This is an optimization exercise on Yosys and OpenROAD, whose aim is small area, not a production implementation.
Only simulation tests tie the RTL to the original design; equivalence was not proved.
No driver is modelled on the clock port, so clocking that relies on it looks cheaper here than on a real chip.
Power is estimated from default activity; no workload was simulated.

## oak
==> flow/design.v <==
module fifo_ctrl #(parameter ADDR_WIDTH=5)
                 (clk, reset, w, en, empty, full);
	input  logic clk, reset, w, en;
	output logic empty, full;
	logic [ADDR_WIDTH:0] count;
	assign full  = count[ADDR_WIDTH];
	assign empty = (count == 0);
	always_ff @(posedge clk) begin
		if (reset)
			count <= 0;
		else if (full) begin
			if (w & ~en)
				count <= count - 1'b1;    
		end
		else if (en)
			count <= count + 1'b1;        
	end
endmodule   
module fifo #(parameter DATA_WIDTH=19, ADDR_WIDTH=5)
            (clk, en, w_data, r_data);
	input  logic clk, en;
	input  logic [DATA_WIDTH-1:0] w_data;
	output logic [DATA_WIDTH-1:0] r_data;
	logic [DATA_WIDTH-1:0] sr [0:2**ADDR_WIDTH-1];
	always_ff @(posedge clk) begin
		if (en) begin
			sr[0] <= w_data;
			for (int i = 1; i < 2**ADDR_WIDTH; i++)
				sr[i] <= sr[i-1];
		end
	end
	assign r_data = sr[2**ADDR_WIDTH-1];
endmodule   
module accumulator #(parameter W=19, SPLIT=14)
                   (clk, reset, en, full, head, w_data, q);
	input  logic clk, reset, en, full;
	input  logic [W-1:0] head, w_data;
	output logic [23:0] q;
	logic [W-1:0] rn;    
	logic [23:0] a, b, s, c, y, sum;
	logic [24:0] cy, cy0, cy1;
	logic [23:0] sum0, sum1;
	always_ff @(posedge clk)
		rn <= ~(full ? head : '0);
	assign a = {{(24-W){rn[W-1]}}, rn};
	assign b = {{(24-W){w_data[W-1]}}, w_data};
	assign s = q ^ a ^ b;
	assign c = (q & a) | (q & b) | (a & b);
	assign y = {c[22:0], 1'b1};
	always_comb begin
		cy = '0; cy0 = '0; cy1 = '0;
		sum = '0; sum0 = '0; sum1 = '0;
		for (int i = 0; i < SPLIT; i++) begin
			sum[i]  = s[i] ^ y[i] ^ cy[i];
			cy[i+1] = (s[i] & y[i]) | (s[i] & cy[i]) | (y[i] & cy[i]);
		end
		cy0[SPLIT] = 1'b0;
		cy1[SPLIT] = 1'b1;
		for (int i = SPLIT; i < 24; i++) begin
			sum0[i]  = s[i] ^ y[i] ^ cy0[i];
			cy0[i+1] = (s[i] & y[i]) | (s[i] & cy0[i]) | (y[i] & cy0[i]);
			sum1[i]  = s[i] ^ y[i] ^ cy1[i];
			cy1[i+1] = (s[i] & y[i]) | (s[i] & cy1[i]) | (y[i] & cy1[i]);
			sum[i]   = cy[SPLIT] ? sum1[i] : sum0[i];
		end
	end
	always_ff @(posedge clk) begin
		if (reset)
			q <= 0;
		else if (en)
			q <= sum;
	end
endmodule  
module part3_core (CLOCK_50, reset, SW, LEDR, read_ready, write_ready,
                   readdata_left, readdata_right, read, write,
                   writedata_left, writedata_right, rom_address, rom_q);
	parameter N = 5;
	input logic CLOCK_50;
	input logic reset;                               
	input logic [9:0] SW;
	output logic [9:0] LEDR;
	input logic read_ready, write_ready;
	input logic [23:0] readdata_left, readdata_right;
	output logic read, write;
	output logic [23:0] writedata_left, writedata_right;
	output logic [15:0] rom_address;
	input logic [23:0] rom_q;
	logic w, en;                        
	logic empty, full;                  
	logic [23:0] unfiltered_L, unfiltered_R;
	logic [23:0] filtered_L, filtered_R;
	logic [23-N:0] head_L, head_R;    
	assign w  = read_ready & write_ready;
	assign en = SW[8] & w;
	assign read  = w;
	assign write = w;
	assign LEDR[9] = SW[9];
	assign LEDR[8] = SW[8];
	assign LEDR[7:4] = 4'b0;
	assign LEDR[0] = empty;
	assign LEDR[1] = full;
	assign LEDR[2] = empty;
	assign LEDR[3] = full;
	assign unfiltered_L = SW[9] ? rom_q : readdata_left;
	assign unfiltered_R = SW[9] ? rom_q : readdata_right;
	assign writedata_left  = SW[8] ? filtered_L : unfiltered_L;
	assign writedata_right = SW[8] ? filtered_R : unfiltered_R;
	logic [15:0] current;
	assign rom_address = current;
	always_ff @(posedge CLOCK_50) begin
		if (current == 16'd47999 | reset)
			current <= 0;
		else if (w)
			current <= current + 1'b1;
	end
	fifo_ctrl #(N) ctrl (.clk(CLOCK_50), .reset, .w, .en, .empty, .full);
	fifo #(24-N, N) bufferL (.clk(CLOCK_50), .en, .w_data(unfiltered_L[23:N]), .r_data(head_L));
	fifo #(24-N, N) bufferR (.clk(CLOCK_50), .en, .w_data(unfiltered_R[23:N]), .r_data(head_R));
	accumulator #(24-N) accumulateL (.clk(CLOCK_50), .reset, .en, .full, .head(head_L), .w_data(unfiltered_L[23:N]), .q(filtered_L));
	accumulator #(24-N) accumulateR (.clk(CLOCK_50), .reset, .en, .full, .head(head_R), .w_data(unfiltered_R[23:N]), .q(filtered_R));
endmodule  
clock: 10.0 ns
lec_check: 0
cap_margin: 20
core_margin: 2
core_utilization: 60
place_density: 0.72
slew_margin: 20
standard.sh (not shown) runs the stock make flow with config.mk's settings and CLKGATE_MAP_FILE= SYNTH_SCRIPT=/design/flow/synth_recipe.tcl, a recipe that flattens the netlist after the stock synthesis.
==> flow/flow/run.sh <==
#!/bin/bash
# Standard ORFS layout (the standard.sh) with smaller port buffers, a
# clock tree of small buffers without dummy loads, and power recovery
# (downsizing) after global route.
set -euo pipefail
bash standard.sh \
  "BUFFER_PORTS_ARGS=-buffer_cell sky130_fd_sc_hd__buf_1" \
  "CTS_ARGS=-sink_clustering_enable -repair_clock_nets -dont_use_dummy_load -buf_list sky130_fd_sc_hd__clkbuf_4 -sink_clustering_size 10 -sink_clustering_max_diameter 30" \
  "RECOVER_POWER=100" \
  finish > flow_make.log 2>&1
Final checks on oak, whose flow otherwise completed, came back failing, citing max-capacitance violations, max-slew violations.
#### Input delta (pine over oak)
==> flow/flow/run.sh <==
#!/bin/bash
# Standard ORFS layout (the standard.sh) with smaller port buffers and a
# clock tree of small buffers without dummy loads.
set -euo pipefail
bash standard.sh \
  "BUFFER_PORTS_ARGS=-buffer_cell sky130_fd_sc_hd__buf_1" \
  "CTS_ARGS=-sink_clustering_enable -repair_clock_nets -dont_use_dummy_load -buf_list sky130_fd_sc_hd__clkbuf_4 -sink_clustering_size 10 -sink_clustering_max_diameter 30" \
  finish > flow_make.log 2>&1
Results
Relative to oak, filler cell count decreased by about 1.1% in pine.
Per the final summary, pine finished and its layout is clean on timing, DRC and antenna.
The sequential power was comparable across oak and pine.
Comparing the two runs side by side, pine comes out behind oak on cell area after layout.
Diff oak -> pine: data-path buffer share of cell area in the final layout went up 0.38 points; TritonCTS buffer count held; final worst-path cycle share went down 0.19 points; final design utilization went up 0.26 points.
The wire length reported by the detailed router of oak and that of pine are within noise of each other.
[inputs] birch vs pine
# pine
export LEC_CHECK = 0
export CAP_MARGIN = 20
export CORE_MARGIN = 2
export CORE_UTILIZATION = 60
export PLACE_DENSITY = 0.72
export SLEW_MARGIN = 20
create_clock -name core_clock -period 10.0 [get_ports {CLOCK_50}]
# birch
export LEC_CHECK = 0
export CAP_MARGIN = 0
export CORE_MARGIN = 2
export CORE_UTILIZATION = 60
export PLACE_DENSITY = 0.72
export SLEW_MARGIN = 0
create_clock -name core_clock -period 10.0 [get_ports {CLOCK_50}]
==> flow/flow/run.sh <==
#!/bin/bash
# Standard ORFS layout (the standard.sh) with smaller port buffers and a
# clock tree of small buffers without dummy loads.
set -euo pipefail
bash standard.sh \
  "BUFFER_PORTS_ARGS=-buffer_cell sky130_fd_sc_hd__buf_1" \
  "CTS_ARGS=-sink_clustering_enable -repair_clock_nets -dont_use_dummy_load -buf_list sky130_fd_sc_hd__clkbuf_4 -sink_clustering_size 11 -sink_clustering_max_diameter 35" \
  finish > flow_make.log 2>&1
==> comparison <==
Per the comparison of birch with pine, final critical delay including setup and external delays fell by 0.079 ns, remaining design rule violation count neither gained nor lost much, summed negative setup slack over all endpoints saw little to no change.
Diff pine..birch | compound-gate portion of the synthesized area | unchanged
On fill cell total of the finished layout, pine and birch are basically level.
Going from pine to birch, part of the total power dissipated in the clock network went down 1.2 points; relative slew slack decreased by 9.4 points relative to the old numbers.

* * *

## maple
Another version of the RTL of part3_core (not shown whole).
Size in the first run: roughly 2000 cells after synthesis, about 160 I/O pins, roughly 44000 um^2 of cells after synthesis.
export LEC_CHECK = 0
export CAP_MARGIN = 0
export CORE_MARGIN = 2
export CORE_UTILIZATION = 60
export PLACE_DENSITY = 0.72
export SLEW_MARGIN = 0
create_clock -name core_clock -period 10.0 [get_ports {CLOCK_50}]
==> flow/flow/run.sh <==
#!/bin/bash
# Standard ORFS layout (the standard.sh) with smaller port buffers and a
# clock tree of small buffers without dummy loads; after CTS the leaf buffers
# whose flip-flops see a high clock slew are upsized (flow/post_cts.tcl).
set -euo pipefail
export CLK_SLEW_FIX=0.108
bash standard.sh \
  "BUFFER_PORTS_ARGS=-buffer_cell sky130_fd_sc_hd__buf_1" \
  "CTS_ARGS=-sink_clustering_enable -repair_clock_nets -dont_use_dummy_load -buf_list sky130_fd_sc_hd__clkbuf_4 -sink_clustering_size 11 -sink_clustering_max_diameter 50" \
  "POST_CTS_TCL=$PWD/flow/post_cts.tcl" \
  finish > flow_make.log 2>&1
==> flow/flow/post_cts.tcl <==
# Upsize the clock buffers that drive flip-flop clock pins with a high
# estimated slew, then legalize the placement again.
estimate_parasitics -placement
set thr [expr {[info exists ::env(CLK_SLEW_FIX)] ? $::env(CLK_SLEW_FIX) : 0.100}]
set drivers {}
foreach pin [get_pins -hierarchical */CLK] {
  if {[get_property $pin slew_max] > $thr} {
    set net [get_nets -of_objects $pin]
    foreach d [get_pins -of_objects $net -filter "direction==output"] {
      lappend drivers [get_full_name [get_cells -of_objects $d]]
    }
  }
}
set drivers [lsort -unique $drivers]
puts "clock slew fix: upsizing [llength $drivers] clock buffers"
foreach i $drivers {
  set master [get_property [get_cells $i] ref_name]
  if {$master eq "sky130_fd_sc_hd__clkbuf_4"} {
    replace_cell [get_cells $i] sky130_fd_sc_hd__clkbuf_8
  }
}
detailed_placement
check_placement -verbose
estimate_parasitics -placement
Every stage of the flow completed for maple, and the final layout passed the timing, design-rule and antenna checks.
The inputs of cedar differ from those of maple as listed below.
Settings: PLACE_DENSITY changed from 0.72 to 0.8; CORE_UTILIZATION changed from 60 to 70.
## What came out
The final layout from cedar, which completed every stage, passed the timing, design-rule and antenna checks at the end of the flow.
cedar vs maple — number of global-route vias before repair dropped 331.
Summary: shortest clock period the worst path allows after layout, cedar worse than maple
Run comparison: maple uppermost layer routed met4; cedar uppermost layer routed met5
The lower sequential share of layout area of cedar and maple is in maple.
From maple to cedar, xor-xnor portion of the synthesized cell area did not move at all.

## static timing again, ports no longer ideal
The results above use ideal ports. As a check the final layouts listed here were re-extracted and re-timed, cells and wires unchanged.
Step 1, drivers: a clkbuf_16 drives CLOCK_50 and a buf_2 each remaining input, both assumed.
Step 2 adds t to the input delays and takes it off the output delays; t is the mean of the earliest and latest rising clock arrival at the registers after step 1. Input paths then give back, and output paths get back, about the clock's delay inside the block.
a / b / c = ideal ports / drivers / drivers and shift; a / b = the first two.
run	t, ns	setup slack, ns	worst setup path after step 2	latest minus earliest clock arrival (ns)	worst register clock-pin slew, ns
oak	1.028	0.439 / 0.299 / -0.729	input to register	0.141 / 0.141	0.11 / 0.11
pine	1.027	0.458 / 0.352 / -0.675	input to register	0.140 / 0.140	0.10 / 0.10
birch	0.998	0.537 / 0.453 / -0.545	input to register	0.131 / 0.131	0.11 / 0.11
maple	1.036	0.341 / 0.254 / -0.782	input to register	0.104 / 0.104	0.11 / 0.11
cedar	1.031	0.320 / 0.260 / -0.771	input to register	0.091 / 0.090	0.11 / 0.11
The setup slack of oak, which loses most, moves by -0.140 ns with the drivers and by -1.168 ns with both steps.
